From an optimization exercise on the open Yosys and OpenROAD flow, aimed at small area; shortcuts taken in it are not production practice.
The RTL was checked by simulation tests, not by an equivalence proof against the original design.
No driver is modelled on the clock port, so clock power and skew are understated where the tree is cut down; a real chip needs a root buffer or a tree.

==> module mtm_Alu, before the edit <==
module mtm_Alu (
    input  wire clk,    
    input  wire rst_n,  
    input  wire sin,    
    output wire sout    
);
localparam [1:0] RX = 2'd0, CP = 2'd1, TX = 2'd2, TE = 2'd3;
reg  [1:0]  ph;
reg  [3:0]  bc;
reg  [3:0]  fc;
reg  [64:0] q;       
reg         p;       
reg         ls, rs;  
reg         up;      
reg         sd;      
reg         dly;     
reg         t;       
reg  [3:0]  crc;     
reg         op2, op0;
reg         cf;      
reg         ov;      
wire rx = (ph == RX);
wire cp = (ph == CP);
wire tx = (ph == TX);
wire te = (ph == TE);
wire pay   = !bc[3];                 
wire b7    = (bc == 4'd7);
wire b8    = (bc == 4'd8);
wire full  = !fc[3] && fc[2] && fc[1];  
wire tend  = tx && b8 && fc[2] && fc[0];
wire eend  = te && b7;
wire a   = q[0] ^ p;
wire b   = q[32] ^ p;
wire c   = op2 ? (a ^ b ^ cf) : (op0 ? (a | b) : (a & b));
wire cfn = op2 & (((a ^ op0) & b) | (((a ^ op0) | b) & cf));
wire step = cp && rs && !up;    
reg  tbit;
always @* begin
    if (te)
        case ({t && full, dly})
            2'b11:   tbit = 8'b11001001 >> bc[2:0];    
            2'b10:   tbit = 8'b10100101 >> bc[2:0];    
            default: tbit = 8'b10010011 >> bc[2:0];    
        endcase
    else if (fc[2])
        tbit = (bc[2:0] == 3'd0) ? 1'b0 : (bc[2:0] == 3'd4) ? (q[63] ^ p) :
               bc[2] ? crc[2] : cf;    
    else
        tbit = q[31] ^ p;
end
wire cd  = tx ? tbit : (sin | (t && bc == 4'd0));
wire cfb = cd ^ (tx ? crc[2] : crc[3]);
wire crc_ok = (crc[2:0] == 3'd0) && !cfb;
wire push = rx && !t && (pay || (b8 && dly));
wire txsh = tx && pay && !fc[2];
wire up_n = ls && !push && !txsh;
reg  [1:0] ph_n;
reg  [3:0] bc_n, fc_n;
always @* begin
    ph_n = ph;
    fc_n = fc;
    if (rx && b8)
        bc_n = sin ? bc : 4'd15;
    else if (tend || (cp && !step))
        bc_n = bc;
    else
        bc_n = bc + 4'd1;
    if ((b7 && (tx || step || (rx && !t && !full))) || tend)
        fc_n = fc + 4'd1;
    if (rx && b7 && (t || full)) begin
        if (t && full && !dly && crc_ok) begin
            ph_n = CP;
        end else begin
            ph_n = TE;
        end
    end
    if (step && b7 && fc[0])
        ph_n = TX;
    if (tend)
        ph_n = RX;
    if (eend) begin
        ph_n = RX;
        fc_n = 4'd14;
    end
    if (!rst_n) begin
        ph_n = RX;
        bc_n = 4'd8;
        fc_n = 4'd14;
    end
end
wire cp_n   = cp && !(step && b7 && fc[0]);
wire push_n = rx && !t && ((!bc[3] && !b7) || (b7 && dly && !full));
wire txsh_n = tx && !fc[2] && ((!bc[3] && !b7) || (bc == 4'd15));
wire ls_n   = push_n || txsh_n || (!cp_n && !up_n);
wire lo  = (dly ? sd : sin) ^ p;
wire hi  = 1'b0;
wire mid = step ? (c ^ p) : q[32];
integer i;
always @(posedge clk) begin
    sd  <= sin;
    p   <= !p;
    ls  <= ls_n;
    rs  <= !ls_n;
    ph  <= ph_n;
    bc  <= bc_n;
    fc  <= fc_n;
    up  <= up_n;
    q[0]  <= !((lo | rs) & (q[1] | ls));
    for (i = 1; i < 64; i = i + 1)
        if (i != 31) q[i] <= !((q[i-1] | rs) & (q[i+1] | ls));
    q[31] <= !((q[30] | rs) & (mid | ls));
    q[64] <= !((q[63] | rs) & (hi | ls));
    if (!cp && pay) crc <= {crc[2:0], 1'b0} ^ {2'b00, cfb, cfb};
    if (tend || eend) crc <= 4'd0;
    if (rx) begin
        if (bc == 4'd15) t <= sin;
        if (b8) dly <= 1'b0;
        if (!t && bc == 4'd0) dly <= up;
        if (t && bc == 4'd2) dly <= sin;
        if (t && bc == 4'd1) op2 <= sin;
        if (t && bc == 4'd3) op0 <= sin;
        cf <= 1'b0;
    end
    if (tx && fc[2] && pay && bc[2:0] != 3'd0) begin
        cf <= ov;
        ov <= t;
    end
    if (step) begin
        cf <= cfn;
        ov <= cf ^ cfn;
        t  <= t & !c;
    end
    if (!rst_n) begin
        p   <= 1'b0;
        ls  <= 1'b1;
        rs  <= 1'b0;
        up  <= 1'b0;
        crc <= 4'd0;
    end
end
assign sout = (rx || cp) || !((bc == 4'd14) || ((bc == 4'd15) && tx && !fc[2]) || (pay && !tbit));
endmodule
export LEC_CHECK = 0
export ABC_AREA = 1
export CAP_MARGIN = 20
export CORE_MARGIN = 2
export CORE_UTILIZATION = 40
export SLEW_MARGIN = 20
create_clock -name core_clock -period 8.0 [get_ports {clk}]
standard.sh (not shown) runs the stock make flow with config.mk's settings and CLKGATE_MAP_FILE= SYNTH_SCRIPT=/design/flow/synth_recipe.tcl, a recipe that flattens the netlist after the stock synthesis.
==> flow/flow/run.sh <==
#!/bin/bash
# The standard layout (standard.sh, standard synthesis unchanged), with these changes:
#  - the port buffers are buf_1 cells;
#  - after clock tree synthesis, flow/clocktree.tcl replaces its tree by three clkbuf_16
#    buffers fed by the clock port, each driving the clock pins of a third of the
#    flip-flops (cut by position); the rest of the flow (routing, finish) is standard.
# Logs: standard_cts.log and standard.log (make's output), clocktree.log (OpenROAD's),
# and each ORFS step's full log under orfs/logs.
set -euo pipefail
export CTS_ARGS="-sink_clustering_enable -repair_clock_nets -dont_use_dummy_load"
export BUFFER_PORTS_ARGS="-buffer_cell sky130_fd_sc_hd__buf_1"
bash standard.sh cts > standard_cts.log 2>&1
R=orfs/results/${FLOW_PLATFORM}/mtm_Alu/base
LIB=$(ls ${FLOW_HOME}/platforms/${FLOW_PLATFORM}/lib/sky130_fd_sc_hd__tt_025C_1v80.lib) \
PLATFORM_DIR=${FLOW_HOME}/platforms/${FLOW_PLATFORM} \
IN_ODB=$R/4_cts.odb IN_SDC=$R/4_cts.sdc OUT_ODB=$R/4_cts_new.odb \
NBUF=3 BUFCELL=sky130_fd_sc_hd__clkbuf_16 \
  openroad -no_init -exit flow/clocktree.tcl > clocktree.log 2>&1
cp $R/4_cts_new.odb $R/4_1_cts.odb
sleep 1
cp $R/4_cts_new.odb $R/4_cts.odb
rm -f $R/4_cts_new.odb
bash standard.sh > standard.log 2>&1
Other scripts of this flow, unchanged in this note and not shown: flow/flow/clocktree.tcl
Next try:
--- a/flow/design.v
+++ b/flow/design.v
@@ -26,13 +26,13 @@
 wire te = (ph == TE);
 wire pay   = !bc[3];                 
 wire b7    = (bc == 4'd7);
 wire b8    = (bc == 4'd8);
 wire full  = !fc[3] && fc[2] && fc[1];  
 wire tend  = tx && b8 && fc[2] && fc[0];
-wire eend  = te && b7;
+wire eend  = te && b8;
 wire a   = q[0] ^ p;
 wire b   = q[32] ^ p;
 wire c   = op2 ? (a ^ b ^ cf) : (op0 ? (a | b) : (a & b));
 wire cfn = op2 & (((a ^ op0) & b) | (((a ^ op0) | b) & cf));
 wire step = cp && rs && !up;    
 reg  tbit;
@@ -59,23 +59,24 @@
 reg  [3:0] bc_n, fc_n;
 always @* begin
     ph_n = ph;
     fc_n = fc;
     if (rx && b8)
         bc_n = sin ? bc : 4'd15;
-    else if (tend || (cp && !step))
+    else if (tend || eend || (cp && !step))
         bc_n = bc;
     else
         bc_n = bc + 4'd1;
     if ((b7 && (tx || step || (rx && !t && !full))) || tend)
         fc_n = fc + 4'd1;
     if (rx && b7 && (t || full)) begin
         if (t && full && !dly && crc_ok) begin
             ph_n = CP;
         end else begin
             ph_n = TE;
+            bc_n = 4'd9;
         end
     end
     if (step && b7 && fc[0])
         ph_n = TX;
     if (tend)
         ph_n = RX;
What happened: The changed run completed without violations. Cell count rose by 1.4%. Die area came out higher by 1.3%. Worst setup slack gets worse by 82 ps. Cell area went up by 1.0%. Synthesized cell count is higher by 1.3%.
In every run of this note, the design's own scripts or RTL, not TritonCTS, make the clock network.

[what the ideal ports hide]
The results above use ideal ports. As a check the final layouts listed here were re-extracted and re-timed, cells and wires unchanged.
Step 1 (the two cells are an assumption about what drives the block):
set clk [get_ports {clk}]
set_driving_cell -lib_cell sky130_fd_sc_hd__clkbuf_16 $clk
set_driving_cell -lib_cell sky130_fd_sc_hd__buf_2 [delete_from_list [all_inputs] $clk]
Step 2 adds t to the input delays and takes it off the output delays; t is the mean of the earliest and latest rising clock arrival at the registers after step 1. Input paths then give back, and output paths get back, about the clock's delay inside the block.
Slacks: ideal ports / drivers / drivers and shift; pairs: ideal ports / drivers.
run | shift t [ns] | setup slack, ns | hold slack, ns | worst register clock-pin slew, ns | worst slew at a driven data input, ns
the first run | 0.222 | 4.605 / 4.547 / 4.769 | 0.423 / 0.423 / 0.423 | 0.11 / 0.11 | 0.03
the second run | 0.224 | 4.524 / 4.464 / 4.688 | 0.412 / 0.412 / 0.412 | 0.11 / 0.11 | 0.04
After both steps setup and hold are still met in every run listed.
